What follows belongs to an exercise in optimizing a design on an open flow for small area, a short achievable clock period and few clock cycles; a production flow would make more cautious choices. Function was checked by simulation only, so behaviour that the tests miss may differ from the original. Power and IR drop assume default switching activity.

run A:
Design chip, start of the top module:
module chip #(
    parameter int IN_BYTES  = 7,
    parameter int OUT_BYTES = 6
)(
    input wire clk,
    input wire rst_n,
    input wire in_valid,
    output reg in_ready,
    input  wire [7:0] in_data,
    output reg out_valid,
    input wire out_ready,
    output reg [7:0] out_data
);
    function automatic [7:0] crc8_upd(input [7:0] c, input [7:0] b);
        reg [7:0] t;
        integer i;
        begin
            t = c ^ b;
            for (i = 0; i < 8; i = i + 1)
                t = t[7] ? ((t << 1) ^ 8'h07) : (t << 1);
            crc8_upd = t;
        end
    endfunction
    function automatic [3:0] msb10(input [9:0] v);
        integer j;
        begin
            msb10 = 0;
            for (j = 0; j < 10; j = j + 1)
                if (v[j]) msb10 = j[3:0];
        end
    endfunction
    reg [2:0] icnt;      
    reg [7:0] din;       
    reg       acc_r;     
    reg [7:0] P;         
    reg       sg;        
    reg       dv;        
    reg       dfirst;    
    reg [9:0] S;         
    reg [7:0] Y;         
    reg [7:0] Z;         
    reg [7:0] crc_i;     
  ...
Size in the first run: ~570 cells after synthesis, roughly 86 flip-flops, ~5800 sq um of cells after synthesis.
Settings: LEC_CHECK=0, CAP_MARGIN=20, CORE_MARGIN=2, CORE_UTILIZATION=40, SLEW_MARGIN=20; clock period 10.0 ns.
standard.sh (not shown) runs the stock make flow with config.mk's settings and CLKGATE_MAP_FILE= SYNTH_SCRIPT=/design/flow/synth_recipe.tcl, a recipe that flattens the netlist after the stock synthesis.
==> flow/flow/run.sh <==
#!/bin/bash
# Standard ORFS layout (the standard.sh, unchanged synthesis, floorplan,
# power grid, placement, CTS and routing) with a tighter setup target for
# the timing repair steps, so that the resizer also shortens paths that
# already meet the 10 ns clock. Constraints (constraint.sdc) are unchanged.
set -euo pipefail
bash standard.sh SETUP_SLACK_MARGIN=6.5 finish > standard_make.log 2>&1
Testbench counts of run A, summed over its fixed seeds: cycles 2,760.
[inputs] run B vs run A
diff --git a/flow/flow/run.sh b/flow/flow/run.sh
--- a/flow/flow/run.sh
+++ b/flow/flow/run.sh
@@ -6,2 +6,2 @@
 set -euo pipefail
-bash standard.sh SETUP_SLACK_MARGIN=6.5 finish > standard_make.log 2>&1
+bash standard.sh SETUP_SLACK_MARGIN=7.0 finish > standard_make.log 2>&1
==> run notes <==
The headroom to the max-slew limit number comes out higher for run B vs run A. Going from run A to run B, final-layout non-clock buffer area share saw an increase, routed wire length about even, power ~0 delta, switching fraction of total power +0.40 points. Diff run A -> run B: area overhead of the layout relative to synthesis up 2.8 points; non-clock buffer count in the final layout saw an increase; share of power burned in combinational logic up 2.3 points; biggest cell delay along the critical path decreased 0.18 ns; area of the multi-input gates has increased.
Relative to run B, the following input files were edited for run C:
==> flow/run.sh (new file) <==
#!/bin/bash
# synth_recipe.tcl (not shown) runs the flow's synth.tcl, then flattens the netlist and writes it again
# the make line also repeats each setting of config.mk as NAME=value (left out here)
make -C /OpenROAD-flow-scripts/flow DESIGN_CONFIG=/design/flow/config.mk WORK_HOME=/design/flow/orfs CLKGATE_MAP_FILE= SYNTH_SCRIPT=/design/flow/synth_recipe.tcl finish
removed: flow/flow/run.sh
removed: flow/standard.sh
### Flow results
No stage failed in run C, and the final checks on the layout all came back clean.
Run C vs run B: total power of the final layout down slightly
Changes observed in run C relative to run B: design area has decreased; first-pass detailed-route iteration total has increased; total length of routed wires has decreased; total placed cells including tap cells has remained practically unchanged.
Relative to run B, run C degrades shortest period the worst path allows.
Lower overall fraction of global-route tracks in use among run B and run C: run B
Compared with run B, run C shows a critical path depth that is 1 higher.
Worst hold slack across all endpoints delta (run B -> run C): insignificant

* * *

The RTL this note starts from:
==> flow/design.v <==
module chip #(
    parameter int IN_BYTES  = 7,
    parameter int OUT_BYTES = 6
)(
    input wire clk,
    input wire rst_n,
    input wire in_valid,
    output reg in_ready,
    input  wire [7:0] in_data,
    output reg out_valid,
    input wire out_ready,
    output reg [7:0] out_data
);
    function automatic [7:0] crc8_upd(input [7:0] c, input [7:0] b);
        reg [7:0] t;
        integer i;
        begin
            t = c ^ b;
            for (i = 0; i < 8; i = i + 1)
                t = t[7] ? ((t << 1) ^ 8'h07) : (t << 1);
            crc8_upd = t;
        end
    endfunction
    function automatic [3:0] msb10(input [9:0] v);
        integer j;
        begin
            msb10 = 0;
            for (j = 0; j < 10; j = j + 1)
                if (v[j]) msb10 = j[3:0];
        end
    endfunction
    reg [2:0] icnt;      
    reg [7:0] din;       
    reg       acc_r;     
    reg [7:0] P;         
    reg       sg;        
    reg       dv;        
    reg       dfirst;    
    reg [9:0] S;         
    reg [7:0] Y;         
    reg [7:0] Z;         
    reg [7:0] crc_i;     
    reg       pok;       
    reg       full;      
    localparam [2:0] O_LOAD = 3'd0, O_B0 = 3'd1, O_B1 = 3'd2, O_B2 = 3'd3,
                     O_B3 = 3'd4, O_B4 = 3'd5, O_B5 = 3'd6, O_IDLE = 3'd7;
    reg [2:0] ost;
    reg       lat;       
    reg [3:0] sh;
    reg       ok;
    reg [7:0] crc_o;     
    wire accept = in_valid & in_ready;
    wire ovalid = (ost != O_LOAD) && (ost != O_IDLE);    
    wire fire   = ovalid & out_ready;
    wire k0   = (icnt == 3'd1);
    wire k1   = (icnt == 3'd2);
    wire k4   = (icnt == 3'd5);
    wire k5   = (icnt == 3'd6);
    wire k6   = (icnt == 3'd0);
    wire kodd = (icnt == 3'd2) || (icnt == 3'd4) || (icnt == 3'd6);
    wire       zpair = k5;
    wire [8:0] tsum  = {P[7], P} + {~din[7], ~din} + {8'd0, ~zpair};
    wire [8:0] dnew  = tsum ^ {9{zpair}};
    wire [9:0] s_base = dfirst ? 10'd0 : S;
    wire [9:0] s_new  = s_base + {2'b00, P ^ {8{sg}}} + {9'd0, sg};
    wire [7:0] crc_i_new = crc8_upd(k0 ? 8'h00 : crc_i, din);
    wire       proc6     = acc_r && k6;
    wire ost_end  = ost[2] & ost[1];                        
    wire latch_ok = full && !lat && ost_end;
    wire go       = (lat || latch_ok) && (ost == O_IDLE || (ost == O_B5 && out_ready));
    wire       use_z = ~ost[2] & ost[1];                    
    wire       hi    = ~ost[2] & ~ost[0];                   
    wire [7:0] v     = use_z ? Z : Y;
    wire [16:0] lsrc = {v[7], v, 8'h00};
    wire [16:0] lres = lsrc >> sh;
    wire        hbit = (sh[3] | (sh[2:0] == 3'd7)) ? v[7] : v[sh[2:0]];
    wire [7:0]  vbyte = ~ok ? 8'h00 : hi ? {{7{v[7]}}, hbit} : lres[7:0];
    wire [7:0]  crc_o_new = crc8_upd((ost == O_LOAD) ? 8'h00 : crc_o, vbyte);
    wire [2:0] icnt_inc = (icnt == 3'd6) ? 3'd0 : icnt + 3'd1;
    wire [2:0] icnt_n   = accept ? icnt_inc : icnt;
    wire       full_n   = (full & ~latch_ok) | proc6;
    wire       lat_n    = (lat | latch_ok) & ~go;
    wire [2:0] ost_n    = go ? O_LOAD : (ost == O_LOAD || fire) ? ost + 3'd1 : ost;
    wire on_byte  = (icnt == 3'd1) || (icnt == 3'd4) || (icnt == 3'd6);    
    wire pre_byte = (icnt == 3'd0) || (icnt == 3'd3) || (icnt == 3'd5);    
    wire t1 = (icnt == 3'd0) || (icnt == 3'd1);
    wire t4 = (icnt == 3'd3) || (icnt == 3'd4);
    wire       go0    = (lat || latch_ok) && (ost == O_IDLE);
    wire       go1    = (lat || latch_ok) && ost_end;
    wire       lat_n0 = (lat | latch_ok) & ~go0;
    wire       lat_n1 = (lat | latch_ok) & ~go1;
    wire [2:0] ost_n0 = go0 ? O_LOAD : (ost == O_LOAD) ? O_B0 : ost;
    wire [2:0] ost_n1 = go1 ? O_LOAD : (ost == O_LOAD || ovalid) ? ost + 3'd1 : ost;
    function automatic cond(input ty1, input ty4, input fl, input lt, input [2:0] os);
        if (ty1)      cond = ~fl | (~lt & os[2] & os[1]);    
        else if (ty4) cond = ~lt & (os[2] | os[1]);           
        else          cond = ~lt & os[2];                     
    endfunction
    wire c0 = cond(t1, t4, full_n, lat_n0, ost_n0);
    wire c1 = cond(t1, t4, full_n, lat_n1, ost_n1);
    wire c  = out_ready ? c1 : c0;
    wire ready_n = c | ~(on_byte | pre_byte) | (on_byte & accept) | (pre_byte & ~accept);
    always @(posedge clk) begin
        din <= in_data;
        if (!rst_n) begin
            icnt      <= 3'd0;
            acc_r     <= 1'b0;
            dv        <= 1'b0;
            full      <= 1'b0;
            lat       <= 1'b0;
            ost       <= O_IDLE;
            out_valid <= 1'b0;
            in_ready  <= 1'b1;
        end else begin
            icnt     <= icnt_n;
            acc_r    <= accept;
            full     <= full_n;
            lat      <= lat_n;
            ost      <= ost_n;
            in_ready <= ready_n;
            dv       <= acc_r & kodd;
            if (ost == O_LOAD) out_valid <= 1'b1;
            else if (fire && ost == O_B5) out_valid <= 1'b0;
        end
        if (acc_r) begin
            crc_i <= crc_i_new;
            if (k6) pok <= (crc_i_new == 8'h00);
            if (kodd) begin
                P      <= dnew[7:0];
                sg     <= dnew[8];
                dfirst <= k1;
            end else begin
                P      <= din;
            end
            if (k4) Y <= P;
            if (k6) Z <= P;
        end
        if (dv) S <= s_new;
        if (latch_ok) begin
            sh <= msb10(S);
            ok <= pok;
        end
        if (ost == O_LOAD) begin
            out_data <= vbyte;
            crc_o    <= crc_o_new;
        end else if (fire) begin
            case (ost)
                O_B0, O_B1, O_B2: out_data <= vbyte;
                O_B3:             out_data <= crc_o;
                O_B4:             out_data <= ok ? 8'h01 : 8'h02;
                default:          ;
            endcase
            if (ost == O_B0 || ost == O_B1 || ost == O_B2) crc_o <= crc_o_new;
        end
    end
endmodule
==> flow/config.mk <==
export PLATFORM = sky130hd
export DESIGN_NAME = chip
export DESIGN_NICKNAME = chip
export VERILOG_FILES = /design/flow/design.v
export SDC_FILE = /design/flow/constraint.sdc
export NUM_CORES = 4
export LEC_CHECK = 0
export CAP_MARGIN = 20
export CORE_MARGIN = 2
export CORE_UTILIZATION = 55
export CTS_BUF_LIST = sky130_fd_sc_hd__clkbuf_4 sky130_fd_sc_hd__clkbuf_8
export PLACE_DENSITY = 0.65
export SLEW_MARGIN = 20
==> flow/constraint.sdc <==
create_clock -name core_clock -period 10.0 [get_ports {clk}]
set_input_delay 2.0000 -clock core_clock [delete_from_list [all_inputs] [get_ports {clk}]]
set_output_delay 2.0000 -clock core_clock [all_outputs]
set_load 0.01 [all_outputs]
==> flow/flow/run.sh <==
#!/bin/bash
# Layout flow: the standard layout (standard.sh, which runs ORFS with the
# unchanged standard synthesis, floorplan, power grid and tap cells, placement,
# CTS and routing at the design's clock and constraints) with three changes to
# how the layout is made:
#   - the timing-repair steps aim at 7.1 ns of setup slack instead of 0, so the
#     resizer also shortens paths that already meet the 10 ns clock (the
#     constraints in constraint.sdc are not changed);
#   - the buffer that ORFS puts on every input and output port starts as
#     buf_1, which the resizer sizes up where timing needs it;
#   - clock tree synthesis uses clkbuf_4/clkbuf_8 and adds no dummy loads.
# make's full output goes to standard_make.log; each ORFS step keeps its own
# log under orfs/logs/.
set -euo pipefail
bash standard.sh \
    SETUP_SLACK_MARGIN=7.1 \
    "BUFFER_PORTS_ARGS=-buffer_cell sky130_fd_sc_hd__buf_1" \
    "CTS_ARGS=-sink_clustering_enable -repair_clock_nets -dont_use_dummy_load -buf_list {sky130_fd_sc_hd__clkbuf_4 sky130_fd_sc_hd__clkbuf_8}" \
    finish > standard_make.log 2>&1
Testbench counts at the start, summed over its fixed seeds: cycles 2,760.
Change:
==> flow/flow/run.sh (replaced) <==
#!/bin/bash
# Standard ORFS layout (the standard.sh: unchanged synthesis, floorplan,
# power grid, placement, CTS and routing) with a tighter setup target for the
# timing repair steps, so that the resizer also shortens paths that already
# meet the 10 ns clock. The constraints (constraint.sdc) are not changed.
# make's full output goes to standard_make.log; each ORFS step keeps its own
# log under orfs/logs/.
set -euo pipefail
bash standard.sh SETUP_SLACK_MARGIN=7.0 finish > standard_make.log 2>&1
CORE_UTILIZATION = 65   (was 55)
PLACE_DENSITY = not set   (was 0.65)
What happened: Utilization goes up by 14 points; flip-flop and latch count does not change; power goes up by 10%; fmax goes down by 4.5%; via count goes up by 0.95%; setup slack is worse by 0.13 ns; synthesized cell count does not change; routed wire length goes up by 1.0%; final cell count goes down by 3.0%; critical path depth is unchanged; register-to-register slack is worse by 0.07 ns.
Change:
--- a/flow/flow/run.sh
+++ b/flow/flow/run.sh
@@ -7,3 +7,3 @@
 # log under orfs/logs/.
 set -euo pipefail
-bash standard.sh SETUP_SLACK_MARGIN=7.0 finish > standard_make.log 2>&1
+bash standard.sh SETUP_SLACK_MARGIN=7.3 "BUFFER_PORTS_ARGS=-buffer_cell sky130_fd_sc_hd__buf_1" "CTS_ARGS=-sink_clustering_enable -repair_clock_nets -dont_use_dummy_load -buf_list {sky130_fd_sc_hd__clkbuf_4 sky130_fd_sc_hd__clkbuf_8}" finish > standard_make.log 2>&1
PLACE_DENSITY = 0.75   (was not set)
Outcome:
- The new run finished clean
- hold slack improves by 0.0068 ns
- final cell count rises by 1.4%
- maximum frequency came out higher by 4.2%
- non-clock buffer count rises by 16
Change:
--- a/flow/flow/run.sh
+++ b/flow/flow/run.sh
@@ -7,3 +7,3 @@
 # log under orfs/logs/.
 set -euo pipefail
-bash standard.sh SETUP_SLACK_MARGIN=7.3 "BUFFER_PORTS_ARGS=-buffer_cell sky130_fd_sc_hd__buf_1" "CTS_ARGS=-sink_clustering_enable -repair_clock_nets -dont_use_dummy_load -buf_list {sky130_fd_sc_hd__clkbuf_4 sky130_fd_sc_hd__clkbuf_8}" finish > standard_make.log 2>&1
+bash standard.sh SETUP_SLACK_MARGIN=7.1 "BUFFER_PORTS_ARGS=-buffer_cell sky130_fd_sc_hd__buf_1" "CTS_ARGS=-sink_clustering_enable -sink_clustering_size 30 -sink_clustering_max_diameter 150 -repair_clock_nets -dont_use_dummy_load -buf_list {sky130_fd_sc_hd__clkbuf_4 sky130_fd_sc_hd__clkbuf_8}" finish > standard_make.log 2>&1
CORE_UTILIZATION = 55   (was 65)
PLACE_DENSITY = 0.65   (was 0.75)
Effect:
- synthesized cell count does not change
- design area went down by a few percent
- total power went down by a few percent
- count of clock-buffer cells in the layout stays the same
- core utilization is lower by 14 points
- cell count climbs slightly
- flip-flop and latch count does not change

* * *

== v54 ==
// chip: RTL as listed in full above, without the edits since
==> flow/config.mk <==
export PLATFORM = sky130hd
export DESIGN_NAME = chip
export DESIGN_NICKNAME = chip
export VERILOG_FILES = /design/flow/design.v
export SDC_FILE = /design/flow/constraint.sdc
export NUM_CORES = 4
export LEC_CHECK = 0
export CAP_MARGIN = 20
export CORE_MARGIN = 2
export CORE_UTILIZATION = 65
export CTS_BUF_LIST = sky130_fd_sc_hd__clkbuf_4 sky130_fd_sc_hd__clkbuf_8
export SLEW_MARGIN = 20
==> flow/constraint.sdc <==
create_clock -name core_clock -period 10.0 [get_ports {clk}]
set_input_delay 2.0000 -clock core_clock [delete_from_list [all_inputs] [get_ports {clk}]]
set_output_delay 2.0000 -clock core_clock [all_outputs]
set_load 0.01 [all_outputs]
==> flow/flow/run.sh <==
#!/bin/bash
# Standard ORFS layout (the standard.sh: unchanged synthesis, floorplan,
# power grid, placement, CTS and routing) with a tighter setup target for the
# timing repair steps, so that the resizer also shortens paths that already
# meet the 10 ns clock. The constraints (constraint.sdc) are not changed.
# make's full output goes to standard_make.log; each ORFS step keeps its own
# log under orfs/logs/.
set -euo pipefail
bash standard.sh SETUP_SLACK_MARGIN=7.0 "BUFFER_PORTS_ARGS=-buffer_cell sky130_fd_sc_hd__buf_1" finish > standard_make.log 2>&1
v54 was carried through to the last stage, and its layout satisfied the timing, design-rule and antenna checks.
Testbench counts of v54, summed over its fixed seeds: cycles 2,760.
What v34 does differently from v54 at the input level:
Settings: GPL_TIMING_DRIVEN now 0, previously not set; PLACE_DENSITY now 0.75, previously not set.
--- a/flow/flow/run.sh
+++ b/flow/flow/run.sh
@@ -9 +9 @@
-bash standard.sh SETUP_SLACK_MARGIN=7.0 "BUFFER_PORTS_ARGS=-buffer_cell sky130_fd_sc_hd__buf_1" finish > standard_make.log 2>&1
+bash standard.sh SETUP_SLACK_MARGIN=7.0 "BUFFER_PORTS_ARGS=-buffer_cell sky130_fd_sc_hd__buf_1" "CTS_ARGS=-sink_clustering_enable -repair_clock_nets -dont_use_dummy_load -buf_list {sky130_fd_sc_hd__clkbuf_4 sky130_fd_sc_hd__clkbuf_8}" finish > standard_make.log 2>&1
--- outcome ---
Compared with v54, in v34 total buffers and inverters traversed by the critical path now sits higher; share of post-route cells with drive strength above 1 now sits lower; met2 routing resource usage after global routing now sits lower; share of cell area taken by flip-flops and latches now sits higher; HPWL after detailed placement now sits higher. Clock network fraction of design power in v34 vs v54: down 5.5 points. The estimated power of v34 ends up lower than the estimate for v54. Run comparison: v34 critical path class in -> reg; v54 critical path class reg -> out.
Changes in v12 relative to v34:
Settings: clearing GPL_TIMING_DRIVEN, which used to be 0; swapping 65 for 55 in CORE_UTILIZATION; swapping 0.75 for 0.65 in PLACE_DENSITY.
==> flow/flow/run.sh <==
#!/bin/bash
# Layout flow: the standard layout (standard.sh, which runs ORFS with the
# unchanged standard synthesis, floorplan, power grid and tap cells, placement,
# CTS and routing at the design's clock and constraints) with three changes to
# how the layout is made:
#   - the timing-repair steps aim at 7.0 ns of setup slack instead of 0, so the
#     resizer also shortens paths that already meet the 10 ns clock (the
#     constraints in constraint.sdc are not changed);
#   - the buffer that ORFS puts on every input and output port starts as
#     buf_1, which the resizer sizes up where timing needs it;
#   - clock tree synthesis uses clkbuf_4/clkbuf_8 and adds no dummy loads.
# make's full output goes to standard_make.log; each ORFS step keeps its own
# log under orfs/logs/.
set -euo pipefail
bash standard.sh \
    SETUP_SLACK_MARGIN=7.0 \
    "BUFFER_PORTS_ARGS=-buffer_cell sky130_fd_sc_hd__buf_1" \
    "CTS_ARGS=-sink_clustering_enable -repair_clock_nets -dont_use_dummy_load -buf_list {sky130_fd_sc_hd__clkbuf_4 sky130_fd_sc_hd__clkbuf_8}" \
    finish > standard_make.log 2>&1
Results
Status | v12 and v34 | clean. Re post-synthesis instance area: no difference whatsoever between v12 and v34. Lower non-clock buffer count among v12 and v34: v12. In the reports for v12 and v34, the smaller design area belongs to v12. v12 vs v34, startpoint-to-endpoint class of the critical path: reg -> out vs in -> reg. Looking at source of the critical timing path, the in_ready result is from v12; the out_ready one comes from v34.
The inputs of v42 differ from those of v12 as listed below.
Settings: swapping 55 for 65 in CORE_UTILIZATION; clearing PLACE_DENSITY, which used to be 0.65.
==> flow/flow/run.sh <==
#!/bin/bash
# Standard ORFS layout (the standard.sh: unchanged synthesis, floorplan,
# power grid, placement, CTS and routing) with a tighter setup target for the
# timing repair steps, so that the resizer also shortens paths that already
# meet the 10 ns clock. The constraints (constraint.sdc) are not changed.
# make's full output goes to standard_make.log; each ORFS step keeps its own
# log under orfs/logs/.
set -euo pipefail
bash standard.sh SETUP_SLACK_MARGIN=7.0 "BUFFER_PORTS_ARGS=-buffer_cell sky130_fd_sc_hd__buf_1" "CTS_ARGS=-sink_clustering_enable -repair_clock_nets -dont_use_dummy_load -buf_list {sky130_fd_sc_hd__clkbuf_4 sky130_fd_sc_hd__clkbuf_8}" finish > standard_make.log 2>&1
Notes after the runs:
Non-clock buffer count went down by a few percent going from v12 to v42. v42 vs. v12: fraction of power spent switching nets climbed 0.33 points; number of sequential cells in the layout barely changed. From v12 to v42 the numbers moved as follows: ratio of routed vias to standard cells moved up, initial antenna violation count level, combinational cell fraction of total power moved up.

[afterwards: timing with drivers on the ports]
The flow's constraints put no driver on any port. The routed layouts listed below were extracted and timed again, unchanged, in two steps. Step 1: set_driving_cell puts a clkbuf_16 on clk and a buf_2 on each other input, an assumption about the parent block. Step 2 also shifts input and output timing later by t, the mid clock arrival at the registers, as if the neighbouring blocks saw the same clock. Three values: ideal, step 1, step 2; two values: the first two.
run	t (ns)	slack for setup (ns)	hold slack, ns	worst setup path after step 2
run A	0.384	6.640 / 6.612 / 6.403	0.435 / 0.435 / 0.435	input to register
run B	0.384	7.041 / 7.041 / 6.677	0.430 / 0.430 / 0.430	input to register
run C	0.385	6.167 / 6.144 / 5.759	0.433 / 0.433 / 0.433	input to register
the first run of note 2	0.377	7.174 / 7.141 / 6.849	0.422 / 0.422 / 0.422	input to register
the second run of note 2	0.385	7.041 / 7.010 / 6.770	0.425 / 0.425 / 0.425	input to register
the third run of note 2	0.378	7.159 / 7.125 / 6.984	0.432 / 0.432 / 0.432	input to register
the fourth run of note 2	0.377	7.174 / 7.141 / 6.849	0.422 / 0.422 / 0.422	input to register
v54	0.394	7.079 / 7.046 / 6.786	0.449 / 0.449 / 0.449	input to register
v34	0.378	7.054 / 7.063 / 6.685	0.452 / 0.452 / 0.452	input to register
v12	0.395	7.127 / 7.093 / 6.787	0.423 / 0.423 / 0.423	input to register
v42	0.386	7.093 / 7.061 / 6.781	0.448 / 0.448 / 0.448	input to register
After both steps every run listed still meets setup and hold. For run C, which loses most, drivers alone change the setup slack by -0.023 ns; drivers and shift together by -0.408 ns.
